This is an optimization exercise on Yosys and OpenROAD, whose aim is small area, a short achievable clock period and few clock cycles per item, not a production implementation.
RTL that was checked went through simulation tests only; none was proved equivalent to the original.

v44:
Design bitcoin_miner, start of the top module:
module bitcoin_miner (
  input wire clk,
  input wire rst,
  input wire start,
  input wire [255:0] first_block_hash,
  input wire [127:0] second_block,
  input wire [255:0] target,
  input wire [31:0]  max_nonce,
  output reg running,
  output reg found,
  output reg [31:0] nonce
  );
==> flow/config.mk <==
export PLATFORM = sky130hd
export DESIGN_NAME = bitcoin_miner
export DESIGN_NICKNAME = bitcoin_miner
export VERILOG_FILES = /design/flow/design.v
export SDC_FILE = /design/flow/constraint.sdc
export NUM_CORES = 8
export LEC_CHECK = 0
export ABC_AREA = 1
export CAP_MARGIN = 20
export CORE_MARGIN = 2
export CORE_UTILIZATION = 40
export SETUP_SLACK_MARGIN = 4.0
export SLEW_MARGIN = 20
export SYNTH_HIERARCHICAL = 1
==> flow/constraint.sdc <==
create_clock -name core_clock -period 8.5 [get_ports {clk}]
set_input_delay 1.7000 -clock core_clock [delete_from_list [all_inputs] [get_ports {clk}]]
set_output_delay 1.7000 -clock core_clock [all_outputs]
set_load 0.01 [all_outputs]
standard.sh (not shown) runs the stock make flow with config.mk's settings and CLKGATE_MAP_FILE= SYNTH_SCRIPT=/design/flow/synth_recipe.tcl, a recipe that flattens the netlist after the stock synthesis.
==> flow/flow/run.sh <==
#!/bin/bash
# The standard layout, with the port buffers made of the smallest
# buffer cell instead of the flow's default delay buffer.
set -euo pipefail
bash standard.sh "BUFFER_PORTS_ARGS=-buffer_cell sky130_fd_sc_hd__buf_1" finish > standard.log 2>&1
Both conditions hold for v44: the flow ran to the end and the final layout passed the timing, DRC and antenna checks.
Testbench counts of v44, summed over its fixed seeds: cycles 242,107, nonces 1,887.
The following lists how v55 was set up differently from v44:
-- flow/config.mk --
<<< v44, line 12
export SETUP_SLACK_MARGIN = 4.0
>>> v55, line 12
export CTS_CLUSTER_DIAMETER = 80
export CTS_CLUSTER_SIZE = 24
export SETUP_SLACK_MARGIN = 5.0
Results
- Looking at total of fill cells in the finished design, v55 sits below v44.
- Per the comparison of v55 with v44, proportion of cell area occupied by registers lower; floorplan die area has remained practically unchanged; tightest slew margin relative to the limit increased by 2.7 points relative to the old numbers; number of antenna diodes went down by about 6%.
- Vias per cell in v55 is about 0.6% above v44.
## Diff of input files: v12 against v55
-- flow/config.mk --
<<< v55, line 14
export SETUP_SLACK_MARGIN = 5.0
>>> v12, line 14
export SETUP_SLACK_MARGIN = 4.5
[summary]
| critical path depth | higher: v12 |. v12 against v55: worst hold slack now sits lower.
Input-level comparison between v8 and v12:
-- flow/config.mk --
<<< v12, line 14
export SETUP_SLACK_MARGIN = 4.5
>>> v8, line 14
export SETUP_SLACK_MARGIN = 4.0
[summary]
The lower final cycle utilization of the critical path came out of v12.
The worst path required time of v8 falls short of that of v12 by 0.02 ns.
Number of vias per cell after detailed routing delta (v8 -> v12): insignificant
v8: done, clean on timing, DRC and antenna
v12 reached the end of the flow, and the finished layout is clean on the timing, DRC and antenna checks.

---

Another version of the RTL of bitcoin_miner (not shown whole).
Size: roughly 860 flip-flops, about 710 I/O pins.
export LEC_CHECK = 0
export ABC_AREA = 1
export CAP_MARGIN = 20
export CORE_MARGIN = 2
export CORE_UTILIZATION = 40
export SETUP_SLACK_MARGIN = 5.0
export SLEW_MARGIN = 20
export SYNTH_HIERARCHICAL = 1
create_clock -name core_clock -period 8.5 [get_ports {clk}]
Scripts as last shown in full above: flow/flow/run.sh
The starting point completed without violations.
Testbench counts at the start, summed over its fixed seeds: cycles 242,107, nonces 1,887.
Change:
==> flow/run.sh (new file) <==
#!/bin/bash
# synth_recipe.tcl (not shown) runs the flow's synth.tcl, then flattens the netlist and writes it again
# the make line also repeats each setting of config.mk as NAME=value (left out here)
make -C /OpenROAD-flow-scripts/flow DESIGN_CONFIG=/design/flow/config.mk WORK_HOME=/design/flow/orfs CLKGATE_MAP_FILE= SYNTH_SCRIPT=/design/flow/synth_recipe.tcl finish
SETUP_SLACK_MARGIN = 3.0   (was 5.0)
SYNTH_HIERARCHICAL = unset   (was 1)
removed: flow/flow/run.sh
removed: flow/standard.sh
Worst setup slack gets worse by 1100 ps.
Area after synthesis climbs by about 1.4%.
Count of clock-buffer cells in the layout is lower by 9.
Worst hold slack is better by 3.1 ps.
Routed wire length came out lower by about 7%.
Die area is higher by about 1.3%.
Change:
SYNTH_HIERARCHICAL = 1   (was unset)
The changed run produced a clean layout. Routed wire length is higher slightly. Maximum frequency goes up by a few percent. Clock-buffer cell count rises by 4.

---

== wip/quartz ==
Another version of the RTL of bitcoin_miner (not shown whole).
Size: about 7500 cells after synthesis, about 930 flip-flops, roughly 710 I/O pins, about 57000 um^2 of cells after synthesis.
clock: 8.5 ns
lec_check: 0
abc_area: 1
cap_margin: 20
core_margin: 2
core_utilization: 50
cts_cluster_diameter: 80
cts_cluster_size: 24
setup_slack_margin: 4.5
slew_margin: 20
synth_hierarchical: 1
==> flow/flow/run.sh <==
#!/bin/bash
# The standard layout, with the port buffers made of the smallest
# buffer cell instead of the flow's default delay buffer.
set -euo pipefail
bash standard.sh "BUFFER_PORTS_ARGS=-buffer_cell sky130_fd_sc_hd__buf_1" finish > standard.log 2>&1
Testbench counts of wip/quartz, summed over its fixed seeds: cycles 242,107, nonces 1,887.
## Diff of input files: wip/umber against wip/quartz
Settings: a change of CORE_UTILIZATION from 50 to 40; a change of SYNTH_HIERARCHICAL from 1 to 0.
wip/umber ended with every stage complete and zero timing, DRC or antenna violations.
The total iterations of the first detailed-routing run in wip/umber sits 1 below the value recorded for wip/quartz.
In terms of sequential standard cell area, wip/quartz and wip/umber differ only marginally.
wip/umber vs wip/quartz on arrival time reported for the critical path endpoint: wip/umber is the higher one.
Between wip/quartz and wip/umber, fraction of the cycle the final worst path needs is lower for wip/quartz, wip/umber comes in above that.
Total placed cells including tap cells: wip/quartz and wip/umber compared, higher one is wip/umber
Taking wip/umber over wip/quartz, the routed wire length ratio works out to 1.14.
What wip/willow does differently from wip/umber at the input level:
Settings: SYNTH_HIERARCHICAL changed from 0 to 1.
After synthesis and placement, the instance count of wip/willow is below that of wip/umber.
wip/willow ended up with a higher clock buffer count than wip/umber did.
Against wip/umber, wip/willow comes in 6.6% lower on half-perimeter wire length of the detailed placement result.
NOTE: fraction of the mapped netlist area in simple logic gates in wip/willow exceeds that of wip/umber
From wip/umber to wip/willow the numbers moved as follows: async set or reset register ratio after synthesis stayed essentially flat; fmax rose by 0.023 GHz; register-to-register slack rose by 0.40 ns.
Taking wip/umber as the reference point, the share of the clock period used by the worst path after layout of wip/willow falls by 4.7 points.
Here is what was changed in the inputs of wip/xenon compared with wip/willow.
Settings: PLACE_DENSITY now 0.66, previously not set.
[summary]
- Changes observed in wip/xenon relative to wip/willow: number of vias after detailed routing increased 616, worst setup slack decreased by 0.020 ns relative to the old numbers, maximum frequency fell about 0.5%, count of TritonRoute iterations in the first routing pass went up, non-clock buffer count higher.
- Delta (wip/xenon minus wip/willow): global routing usage on met1 flat; minimum period implied by the final worst setup slack rose by 0.020 ns; final area picked up an extra 0.46%.

---

bitcoin_miner again, from the RTL that the note above started with.
export LEC_CHECK = 0
export ABC_AREA = 1
export CAP_MARGIN = 20
export CORE_MARGIN = 2
export CORE_UTILIZATION = 40
export CTS_CLUSTER_DIAMETER = 90
export CTS_CLUSTER_SIZE = 28
export PLACE_DENSITY = 0.66
export SETUP_SLACK_MARGIN = 4.5
export SLEW_MARGIN = 20
export SYNTH_HIERARCHICAL = 1
create_clock -name core_clock -period 8.5 [get_ports {clk}]
Scripts as last shown in full above: flow/flow/run.sh
Testbench counts at the start, summed over its fixed seeds: cycles 242,107, nonces 1,887.
==> next run, changes <==
- ABC_AREA: 1 -> 0
- CTS_CLUSTER_DIAMETER: 90 -> 80
- CTS_CLUSTER_SIZE: 28 -> 24
- PLACE_DENSITY: 0.66 -> not set
=> Cell count came out lower by 20%. Core utilization rose by 1.2 points. Hold slack is about the same. Clock-buffer cell count went up by 8. Synthesized cell count drops by 26%. Synthesized area fell by 7.3%. Routed wire length came out lower by 16%. Non-clock buffer count is higher by 82. Cell area is lower by 4.7%.
==> next run, changes <==
==> flow/flow/run.sh (replaced) <==
#!/bin/bash
# The standard layout, with the port buffers made of the smallest
# buffer cell, and timing repair limited to resizing, pin swaps, buffer
# removal and gate cloning (no new buffer trees).
set -euo pipefail
bash standard.sh "BUFFER_PORTS_ARGS=-buffer_cell sky130_fd_sc_hd__buf_1" \
  "SETUP_MOVE_SEQUENCE=unbuffer,sizeup,swap,clone" finish > standard.log 2>&1
- ABC_AREA: 0 -> 1
Worst setup slack is better by 740 ps.
Core utilization drops by 1.3 points.
Via count is higher by about 17%.
Synthesized area increases by 7.8%.
Sequential share of layout area fell by 1.4 points.
Routed wire length grows by 18%.
Global-route usage grows by 3.4 points.
Fmax grows by 18%.
Design area came out higher by 4.7%.
==> next run, changes <==
==> flow/flow/run.sh (replaced) <==
#!/bin/bash
# The standard layout, with the port buffers made of the smallest
# buffer cell instead of the flow's default delay buffer.
set -euo pipefail
bash standard.sh "BUFFER_PORTS_ARGS=-buffer_cell sky130_fd_sc_hd__buf_1" finish > standard.log 2>&1
- TNS_END_PERCENT: not set -> 20
Effect: Setup slack gets worse by 190 ps; maximum frequency fell by a few percent; flip-flop and latch count stays the same; count of clock-buffer cells in the layout does not change; synthesized cell count is unchanged; hold slack degrades by 5.4 ps; die area stays the same; synthesized area is unchanged; final area came out higher slightly.

---

Another version of the RTL of bitcoin_miner (not shown whole).
Size in the first run: about 710 I/O pins.
Settings: LEC_CHECK=0, ABC_AREA=1, CAP_MARGIN=20, CORE_MARGIN=2, CORE_UTILIZATION=40, SETUP_SLACK_MARGIN=2.0, SLEW_MARGIN=20; clock period 8.5 ns.
run.sh (not shown) runs the stock make flow with config.mk's settings and CLKGATE_MAP_FILE= SYNTH_SCRIPT=/design/flow/synth_recipe.tcl, a recipe that flattens the netlist after the stock synthesis.
Stock flow here: none of the scripts above is used.
Then changed:
- ABC_AREA: 1 -> not set
- ABC_CLOCK_PERIOD_IN_PS: not set -> 4000
- SETUP_SLACK_MARGIN: 2.0 -> not set
What happened:
- worst hold slack loses 0.0057 ns
- core utilization rises by 0.17 points
- wire length rises by 1.4%
- critical path depth falls by 5
- non-clock buffer count rises by 7
- global-route usage rises by 0.26 points
- cell count falls by 3.7%
- setup slack loses 1.0 ns
No functional check of the RTL was part of any run of this note.

---

bitcoin_miner, a different RTL version from the one above (not shown whole).
Size in the first run: ~7200 cells after synthesis, about 920 flip-flops, ~710 I/O pins, about 0.056 mm^2 of cells after synthesis.
export LEC_CHECK = 0
export ABC_AREA = 1
export CAP_MARGIN = 20
export CORE_MARGIN = 2
export CORE_UTILIZATION = 40
export CTS_CLUSTER_DIAMETER = 80
export CTS_CLUSTER_SIZE = 24
export SETUP_SLACK_MARGIN = 4.0
export SLEW_MARGIN = 20
export SYNTH_HIERARCHICAL = 1
create_clock -name core_clock -period 8.5 [get_ports {clk}]
standard.sh (not shown) runs the stock make flow with config.mk's settings and CLKGATE_MAP_FILE= SYNTH_SCRIPT=/design/flow/synth_recipe.tcl, a recipe that flattens the netlist after the stock synthesis.
==> flow/flow/run.sh <==
#!/bin/bash
# The standard layout, with the port buffers made of the smallest
# buffer cell instead of the flow's default delay buffer.
set -euo pipefail
bash standard.sh "BUFFER_PORTS_ARGS=-buffer_cell sky130_fd_sc_hd__buf_1" finish > standard.log 2>&1
The baseline went through all stages and came out clean.
Change:
CTS_CLUSTER_DIAMETER = unset   (was 80)
CTS_CLUSTER_SIZE = unset   (was 24)
Outcome:
- critical path depth goes up by 1
- utilization goes up by 1.1 points
- setup slack improves by 0.043 ns
- clock skew goes up by 0.051 ns
- cell count goes up by about 0.8%
- routed wire length stays flat
- via count stays flat
- non-clock buffer count goes up by 1
Function was not checked in any run of this note: the RTL went through the layout flow alone.

---

indigo:
bitcoin_miner with an RTL version that a note above also has.
For scale: about 6600 cells after synthesis, ~860 flip-flops, ~53000 um^2 of cells after synthesis.
export LEC_CHECK = 0
export ABC_AREA = 1
export CAP_MARGIN = 20
export CORE_MARGIN = 2
export CORE_UTILIZATION = 40
export CTS_BUF_LIST = sky130_fd_sc_hd__clkbuf_4 sky130_fd_sc_hd__clkbuf_8
export SETUP_SLACK_MARGIN = 3.0
export SLEW_MARGIN = 20
export SYNTH_HIERARCHICAL = 1
create_clock -name core_clock -period 8.5 [get_ports {clk}]
Scripts as last shown in full above: flow/flow/run.sh
Testbench counts of indigo, summed over its fixed seeds: cycles 242,107, nonces 1,887.
The following lists how garnet was set up differently from indigo:
# indigo
export LEC_CHECK = 0
export ABC_AREA = 1
export CAP_MARGIN = 20
export CORE_MARGIN = 2
export CORE_UTILIZATION = 40
export CTS_BUF_LIST = sky130_fd_sc_hd__clkbuf_4 sky130_fd_sc_hd__clkbuf_8
export SETUP_SLACK_MARGIN = 3.0
export SLEW_MARGIN = 20
export SYNTH_HIERARCHICAL = 1
create_clock -name core_clock -period 8.5 [get_ports {clk}]
# garnet
export LEC_CHECK = 0
export ABC_AREA = 1
export CAP_MARGIN = 20
export CORE_MARGIN = 2
export CORE_UTILIZATION = 40
export SETUP_SLACK_MARGIN = 4.0
export SLEW_MARGIN = 20
export SYNTH_HIERARCHICAL = 1
create_clock -name core_clock -period 8.5 [get_ports {clk}]
Results
Lower clock latency reported for the late side of the worst-skew pair was reported by garnet, not indigo. Initial antenna violation count, indigo and garnet: lower on garnet. Changes observed in garnet relative to indigo: global placement routability congestion now sits lower, total wirelength of the detailed-routed design now sits higher. In the metrics for indigo and garnet, the one carrying the lower total non-filler cell area in the finished layout is indigo. Taking indigo as the reference, in garnet sequential fraction of total cell area went down, count of clock-buffer cells in the layout fell 44%, worst path setup slack after routing increased by 0.92 ns relative to the old numbers, number of cells in the design after placement closely matched the old numbers.
> inputs changed (garnet -> cedar)
# garnet
export LEC_CHECK = 0
export ABC_AREA = 1
export CAP_MARGIN = 20
export CORE_MARGIN = 2
export CORE_UTILIZATION = 40
export SETUP_SLACK_MARGIN = 4.0
export SLEW_MARGIN = 20
export SYNTH_HIERARCHICAL = 1
create_clock -name core_clock -period 8.5 [get_ports {clk}]
# cedar
export LEC_CHECK = 0
export ABC_AREA = 1
export CAP_MARGIN = 20
export CORE_MARGIN = 2
export CORE_UTILIZATION = 40
export SETUP_SLACK_MARGIN = 3.0
export SLEW_MARGIN = 20
export SYNTH_HIERARCHICAL = 1
create_clock -name core_clock -period 8.5 [get_ports {clk}]
Notes after the runs:
The final layout from cedar, which completed every stage, passed the timing, DRC and antenna checks at the end of the flow.
cedar vs garnet: achievable frequency down in cedar
In cedar, share of the cycle needed by the critical path after routing is higher than in garnet.
From garnet to cedar the numbers moved as follows: placement-stage cell area decreased by 240 um^2 relative to the old numbers.
garnet → cedar: worst setup slack for register-to-register paths -0.98 ns, setup slack of the critical path after layout down 0.95 ns.
Comparing cedar with garnet, the global-route usage came out essentially unchanged.
Of cedar and garnet, it is cedar that has the lower design area.
Looking at last element of the critical path, the a[31]$_DFF_P_ result is from cedar; the reject$_DFFE_PP_ one comes from garnet.

==> afterwards: timing with drivers on the ports <==
No port has a modelled driver above. Below, the same layouts with a new extraction and two added sets of constraints. Step 1 sets driving cells, clkbuf_16 on the clock port and buf_2 on the other inputs (assumed; they add their load-dependent delay and slew). Step 2, shift: input delay + t, output delay - t, t = (earliest + latest rising clock arrival at the registers) / 2. This alone moves slack from input paths to output paths. a / b / c = ideal / step 1 / step 2; a / b = the first two.
| run | t (ns) | setup WS [ns] | worst setup path after step 2 | latest minus earliest clock arrival (ns) | worst register clock-pin slew, ns |
|---|---|---|---|---|---|
| v44 | 0.825 | 4.043 / 4.043 / 4.024 | input to register | 0.093 / 0.093 | 0.07 / 0.07 |
| v55 | 0.785 | 4.360 / 4.360 / 4.135 | input to register | 0.067 / 0.068 | 0.10 / 0.10 |
| v12 | 0.806 | 4.365 / 4.365 / 4.111 | input to register | 0.074 / 0.074 | 0.10 / 0.10 |
| v8 | 0.803 | 4.000 / 4.000 / 3.997 | input to register | 0.077 / 0.076 | 0.11 / 0.11 |
| the first run of note 2 | 0.816 | 3.992 / 3.992 / 3.271 | input to register | 0.069 / 0.069 | 0.08 / 0.08 |
| the second run of note 2 | 0.805 | 2.914 / 2.959 / 2.165 | input to register | 0.082 / 0.082 | 0.08 / 0.08 |
| the third run of note 2 | 0.795 | 3.061 / 3.061 / 2.355 | input to register | 0.062 / 0.062 | 0.07 / 0.07 |
| wip/quartz | 0.822 | 4.448 / 4.448 / 4.364 | input to register | 0.046 / 0.047 | 0.11 / 0.11 |
| wip/umber | 0.821 | 4.081 / 4.081 / 4.079 | input to register | 0.054 / 0.054 | 0.11 / 0.11 |
| wip/willow | 0.814 | 4.482 / 4.482 / 4.368 | input to register | 0.076 / 0.077 | 0.10 / 0.10 |
| wip/xenon | 0.794 | 4.462 / 4.462 / 4.395 | input to register | 0.059 / 0.060 | 0.10 / 0.10 |
| the first run of note 4 | 0.765 | 4.443 / 4.443 / 4.435 | input to register | 0.094 / 0.094 | 0.12 / 0.12 |
| the second run of note 4 | 0.787 | 3.661 / 3.661 / 3.661 | register to register | 0.076 / 0.076 | 0.10 / 0.10 |
| the third run of note 4 | 0.814 | 4.404 / 4.404 / 4.373 | input to register | 0.076 / 0.076 | 0.10 / 0.10 |
| the fourth run of note 4 | 0.815 | 4.214 / 4.214 / 4.214 | register to register | 0.082 / 0.082 | 0.10 / 0.10 |
| the first run of note 5 | 0.757 | 2.262 / 2.262 / 1.625 | input to register | 0.058 / 0.058 | 0.07 / 0.07 |
| the second run of note 5 | 0.772 | 1.261 / 1.307 / 0.535 | input to register | 0.069 / 0.069 | 0.07 / 0.07 |
| the first run of note 6 | 0.765 | 3.883 / 3.883 / 3.287 | input to register | 0.064 / 0.064 | 0.10 / 0.10 |
| the second run of note 6 | 0.807 | 3.926 / 3.926 / 3.427 | input to register | 0.116 / 0.116 | 0.08 / 0.08 |
| indigo | 0.966 | 2.988 / 2.988 / 2.431 | input to register | 0.058 / 0.058 | 0.07 / 0.07 |
| garnet | 0.838 | 3.904 / 3.932 / 3.119 | input to register | 0.067 / 0.067 | 0.07 / 0.07 |
| cedar | 0.808 | 2.950 / 2.950 / 2.422 | input to register | 0.070 / 0.070 | 0.07 / 0.07 |
After both steps every run listed still meets setup and hold. For garnet, which loses most, drivers alone change the setup slack by +0.028 ns; drivers and shift together by -0.785 ns.
